Background: an optimization exercise with open tools, aiming at small area and a short achievable clock period. Do not read the settings as production practice.
In this exercise RTL edits were held to simulation tests only and were not proved equivalent to the original.
Power is estimated from default activity; no workload was simulated.

==> v27 <==
## mycpu_top
module mycpu_top(
    input clk, 
    input resetn,
    input ext_int,
    output inst_sram_en,
    output [3:0] inst_sram_wen,
    output [31:0] inst_sram_addr,
    output [31:0] inst_sram_wdata,
    input [31:0] inst_sram_rdata,
    output data_sram_en,
    output [3:0] data_sram_wen,
    output [31:0] data_sram_addr,
    output [31:0] data_sram_wdata,
    input [31:0] data_sram_rdata,
    output [31:0] debug_wb_pc,
    output [3:0] debug_wb_rf_wen,
    output [4:0] debug_wb_rf_wnum,
    output [31:0] debug_wb_rf_wdata
);
    wire [31:0] fetch_addr;
    wire [31:0] nID_Inst;
    wire [31:0] IF_brt;
    wire [31:0] MEM_alu_a_in;
    wire [2:0] MEM_extOp_in;
    wire [31:0] WB_PC4_c;
    wire [31:0] MEM_S_out;
    wire [31:0] MEM_R_out;
    wire [31:0] MUL_DIV_hi;
    wire [31:0] MUL_DIV_lo;
    wire [31:0] MUL_DIV_hi_b, EX_hib_out, MEM_hib;
    wire MUL_DIV_hi_c, EX_hic_out, MEM_hic;
    wire [1:0] IF_PCSrc_in;
    wire [31:0] IF_nextPC_in;
    wire [31:0] IF_inst_sram_rdata_in;
    wire IF_stall_in;
    wire IF_flush_in;
    wire [31:0] IF_Inst_out;
    wire [31:0] IF_PC_out;
    wire [31:0] IF_PC4_out;
    wire IF_addr_fault_out;
    wire [1:0] IM_Interface_PCSrc_in;
    wire [31:0] IM_Interface_PC4_in ;
    wire [31:0] IM_Interface_nextPC_in;
    wire [31:0] IM_Interface_inst_sram_rdata_in = inst_sram_rdata;
    wire IM_Interface_inst_sram_en_out;
    wire [3:0] IM_Interface_inst_sram_wen_out;
  ...
==> flow/config.mk <==
export PLATFORM = sky130hd
export DESIGN_NAME = mycpu_top
export DESIGN_NICKNAME = mycpu_top
export VERILOG_FILES = /design/flow/design.v
export SDC_FILE = /design/flow/constraint.sdc
export NUM_CORES = 4
export LEC_CHECK = 0
export CAP_MARGIN = 60
export CORE_MARGIN = 2
export CORE_UTILIZATION = 50
export PLACE_DENSITY = 0.6
export SLEW_MARGIN = 60
==> flow/constraint.sdc <==
create_clock -name core_clock -period 20.0 [get_ports {clk}]
set_input_delay 4.0000 -clock core_clock [delete_from_list [all_inputs] [get_ports {clk}]]
set_output_delay 4.0000 -clock core_clock [all_outputs]
set_load 0.01 [all_outputs]
run.sh (not shown) runs the stock make flow with config.mk's settings and CLKGATE_MAP_FILE= SYNTH_SCRIPT=/design/flow/synth_recipe.tcl, a recipe that flattens the netlist after the stock synthesis.
==> inputs of v7, as changes to v27 <==
--- a/flow/design.v
+++ b/flow/design.v
@@ -465,11 +465,11 @@
     wire [31:0] alu_a_raw, alu_c_raw, alu_s_raw;
     wire [31:0] alu_sum;
     ALU_a ALU_a_U(valA_a, valB_a, aluOp, alu_a_raw, alu_a_overflow, alu_c_raw, alu_sum);
     assign overflow = OverFlow(Inst_in, alu_a_overflow);
     ALU_s ALU_s_U(valA_s, valB_s, aluOp, alu_s_raw);
-    assign alu_a_out = (write_hilo_in == 2'b11) ? (Inst_in[1] ? mul_lo : reg_data1) :
+    assign alu_a_out = (write_hilo_in == 2'b11) ? mul_lo :
                        (write_data_src_in == 4'd1) ? alu_c_raw :
                        (write_data_src_in == 4'd2) ? alu_s_raw :
                        (write_data_src_in == 4'd5) ? reg_data1 :
                        (write_data_src_in == 4'd8) ? reg_data2 : alu_a_raw;
     assign alu_s_out = 32'b0;
@@ -477,12 +477,11 @@
     assign data_sram_wen_out = data_sram_wen_in & {4{~flush}};
     assign PC_out = PC_in;
     assign Inst_out = Inst_in & {32{~flush}};
     assign PC4_out = PC4_in;
     assign data_sram_addr = alu_sum;
-    assign data_sram_wdata = (write_hilo_in[1] & Inst_in[1]) ? mul_hi :
-                             ((write_hilo_in == 2'b01) ? mul_lo : reg_data2);
+    assign data_sram_wdata = write_hilo_in[1] ? mul_hi : (write_hilo_in[0] ? mul_lo : reg_data2);
     assign hib_out = write_hilo_in[1] ? mul_hi_b : 32'b0;
     assign hic_out = write_hilo_in[1] & mul_hi_c;
     assign write_reg_out = write_reg_in & (~flush);
     assign write_cp0reg_out = write_cp0reg_in & (~flush);
     assign write_dst_out = write_dst_in;
@@ -848,20 +847,16 @@
                             nWB_write_dst, nWB_write_reg, nWB_write_data_src, nWB_Inst, nWB_write_hilo);
     wire [11:0] nI2 = IdSel(nID_Inst[20:16], nMEM_write_dst, nMEM_write_reg, nMEM_write_data_src, nMEM_Inst,
                             nWB_write_dst, nWB_write_reg, nWB_write_data_src, nWB_Inst, nWB_write_hilo);
     reg [10:0] e1, e2;
     reg [11:0] i1, i2;
-    reg [1:0] eany, iany;
     always @(posedge clk) begin
         if (!rst_n) begin
             e1 <= 0; e2 <= 0; i1 <= 0; i2 <= 0;
-            eany <= 0; iany <= 0;
         end
         else begin
             e1 <= nE1; e2 <= nE2; i1 <= nI1; i2 <= nI2;
-            eany <= {|nE2, |nE1};
-            iany <= {|nI2, |nI1};
         end
     end
     wire [31:0] WB_PC8 = WB_PC4 + 32'd4;
     function [31:0] pick;
         input [10:0] s;
@@ -871,14 +866,14 @@
                ({32{s[S_WBS]}} & wbS) | ({32{s[S_WBPC8]}} & wbPC8) | ({32{s[S_LO]}} & lo) |
                ({32{s[S_HI]}} & hi);
     endfunction
     assign fwd_data1 = pick(e1, MEM_R, CP0_BadVAddr, CP0_Status, CP0_Cause, CP0_EPC, WB_R, WB_S, WB_PC8, reg_lo, reg_hi);
     assign fwd_data2 = pick(e2, MEM_R, CP0_BadVAddr, CP0_Status, CP0_Cause, CP0_EPC, WB_R, WB_S, WB_PC8, reg_lo, reg_hi);
-    assign fwdSrc = eany;
+    assign fwdSrc = {|e2, |e1};
     assign ID_fwd_data1 = pick(i1[10:0], MEM_R, CP0_BadVAddr, CP0_Status, CP0_Cause, CP0_EPC, WB_R, WB_S, WB_PC8, reg_lo, reg_hi);
     assign ID_fwd_data2 = pick(i2[10:0], MEM_R, CP0_BadVAddr, CP0_Status, CP0_Cause, CP0_EPC, WB_R, WB_S, WB_PC8, reg_lo, reg_hi);
-    assign ID_fwdSrc = iany;
+    assign ID_fwdSrc = {|i2, |i1};
     assign ID_fwd_ld = {i2[S_LD], i1[S_LD]};
 endmodule  
 module ID(
     input clk,
     input rst_n,
@@ -1834,12 +1829,19 @@
     reg [31:0] divisor;
     reg [31:0] rem;
     reg [31:0] quo;
     wire div_en = DivEN(Inst);
     assign running = Running;
-    assign hi_b = 32'b0;
-    assign hi_c = 1'b0;
+    wire mul_signed = ~Inst[0];
+    wire [32:0] mul_a = {mul_signed & reg_data1[31], reg_data1};
+    wire [32:0] mul_b = {mul_signed & reg_data2[31], reg_data2};
+    wire [31:0] mul_lo, mul_ha, mul_hb;
+    wire mul_c;
+    booth_mul33 booth_mul33_U(.a(mul_a), .b(mul_b), .p_lo(mul_lo), .p_c(mul_c), .p_ha(mul_ha), .p_hb(mul_hb));
+    wire is_div_op = Inst[1];
+    assign hi_b = is_div_op ? 32'b0 : mul_hb;
+    assign hi_c = is_div_op ? 1'b0 : mul_c;
     always @(*) begin
         case (Inst[1:0])
             2'b10: begin
                 hi = (signA ^ rem[31]) ? -rem : rem;
                 lo = (signA ^ signB) ? -quo :  quo;
@@ -1847,12 +1849,12 @@
             2'b11:begin
                 hi = rem;
                 lo = quo;
             end 
             default: begin
-                hi = 32'b0;
-                lo = 32'b0;
+                hi = mul_ha;
+                lo = mul_lo;
             end
         endcase
     end
     wire [32:0] tmp_val = {rem, quo[31]} - {1'b0, divisor};
     always @(posedge clk) begin
@@ -3866,11 +3868,10 @@
     wire [31:0] IF_brt;
     wire [31:0] MEM_alu_a_in;
     wire [2:0] MEM_extOp_in;
     wire [31:0] WB_PC4_c;
     wire [31:0] MEM_S_out;
-    wire [31:0] MEM_R_out;
     wire [31:0] MUL_DIV_hi;
     wire [31:0] MUL_DIV_lo;
     wire [31:0] MUL_DIV_hi_b, EX_hib_out, MEM_hib;
     wire MUL_DIV_hi_c, EX_hic_out, MEM_hic;
     wire [1:0] IF_PCSrc_in;
@@ -4414,11 +4415,11 @@
         .reg_data1_in(32'b0),
         .reg_data2_in(32'b0),
         .write_hilo_in(MEM_write_hilo_out),
         .hilo_in(64'b0),
         .write_data_src_in(MEM_write_data_src_out),
-        .alu_a_in(MEM_R_out),
+        .alu_a_in(MEM_alu_a_out),
         .alu_s_in(MME_alu_s_out),
         .alu_c_in(MEM_alu_c_out),
         .mem_ext_data_in(MEM_S_out),
         .trap_in(MEM_trap_out),
         .IF_addr_fault_in(MEM_IF_addr_fault_out),
@@ -4607,20 +4608,9 @@
                             (CP0_exception_out ? 32'hBFC00380 : IF_PC4_out);
     wire redirect_ok = ~IF_stall_in & ~CP0_exception_out;
     assign fetch_addr = (redirect_ok & ID_br_isJR) ? ID_reg_data1_out :
                         ((redirect_ok & (ID_br_early | ID_br_cond)) ? ID_br_target : fetch_seq);
     assign WB_PC4_c = WB_PC_in + 32'd4;
-    wire MEM_is_mul = MEM_write_hilo_in[1] & ~MEM_Inst_in[1];
-    wire MEM_mul_signed = ~MEM_Inst_in[0];
-    wire [31:0] MEM_mul_lo, MEM_mul_ha, MEM_mul_hb;
-    wire MEM_mul_c;
-    booth_mul33 booth_mul33_U(
-        .a({MEM_mul_signed & MEM_alu_a_in[31], MEM_alu_a_in}),
-        .b({MEM_mul_signed & MEM_data_sram_wdata_in[31], MEM_data_sram_wdata_in}),
-        .p_lo(MEM_mul_lo), .p_c(MEM_mul_c), .p_ha(MEM_mul_ha), .p_hb(MEM_mul_hb));
-    wire [32:0] MEM_mul_hi = {MEM_mul_ha, 1'b1} + {MEM_mul_hb, MEM_mul_c};
-    assign MEM_R_out = (MEM_is_mul & MEM_write_hilo_in[0]) ? MEM_mul_lo : MEM_alu_a_out;
-    assign MEM_S_out = (MEM_write_data_src_in == 4'd6) ? MEM_mem_ext_data_out :
-                       (MEM_is_mul ? MEM_mul_hi[32:1] : MEM_data_sram_wdata_in);
+    assign MEM_S_out = (MEM_write_data_src_in == 4'd6) ? MEM_mem_ext_data_out : (MEM_data_sram_wdata_in + MEM_hib + {31'b0, MEM_hic});
     assign IF_brt = IF_PC4_out + {{14{inst_sram_rdata[15]}}, inst_sram_rdata[15:0], 2'b00};
     assign nID_Inst = ID_stall_in ? ID_Inst_in : IF_Inst_out;
 endmodule  
==> comparison <==
Of v27 and v7, v27 has the higher via count (gap about 2.6%, measured against v7). In v7 the sequential power is larger than in v27, by about 1%. Against v7, the critical path depth of v27 is lower by 11. Against v7, the die area of v27 is larger by about 0.24%. Against v7, the combinational power of v27 is larger by about 7%. Of v27 and v7, v27 has the higher cell count (gap about 1.8%, measured against v7). In v7 the fmax is smaller than in v27, by about 4%. Of v7 and v27, v27 has the higher worst hold slack (gap 25 ps). Between v27 and v7, the lower non-clock buffer count is in v7 (gap 11).

[port drivers added, routing unchanged]
No port has a modelled driver above. Below, the same layouts with a new extraction and two added sets of constraints. Step 1 sets driving cells, clkbuf_16 on the clock port and buf_2 on the other inputs (assumed; they add their load-dependent delay and slew). Step 2 adds t to the input delays and takes it off the output delays; t is the mean of the earliest and latest rising clock arrival at the registers after step 1. Input paths then give back, and output paths get back, about the clock's delay inside the block. a / b / c = no drivers / after step 1 / after step 2; a / b = the first two.
| run | shift t [ns] | setup WS [ns] | worst setup path at the end | clock arrival spread, ns |
|---|---|---|---|---|
| v27 | 1.047 | 7.084 / 7.054 / 7.054 | input to output | 0.090 / 0.090 |
| v7 | 1.066 | 6.553 / 6.433 / 7.015 | input to output | 0.093 / 0.093 |
After both steps setup and hold are still met in every run listed. For v27, which loses most, drivers alone change the setup slack by -0.030 ns; drivers and shift together by -0.030 ns.
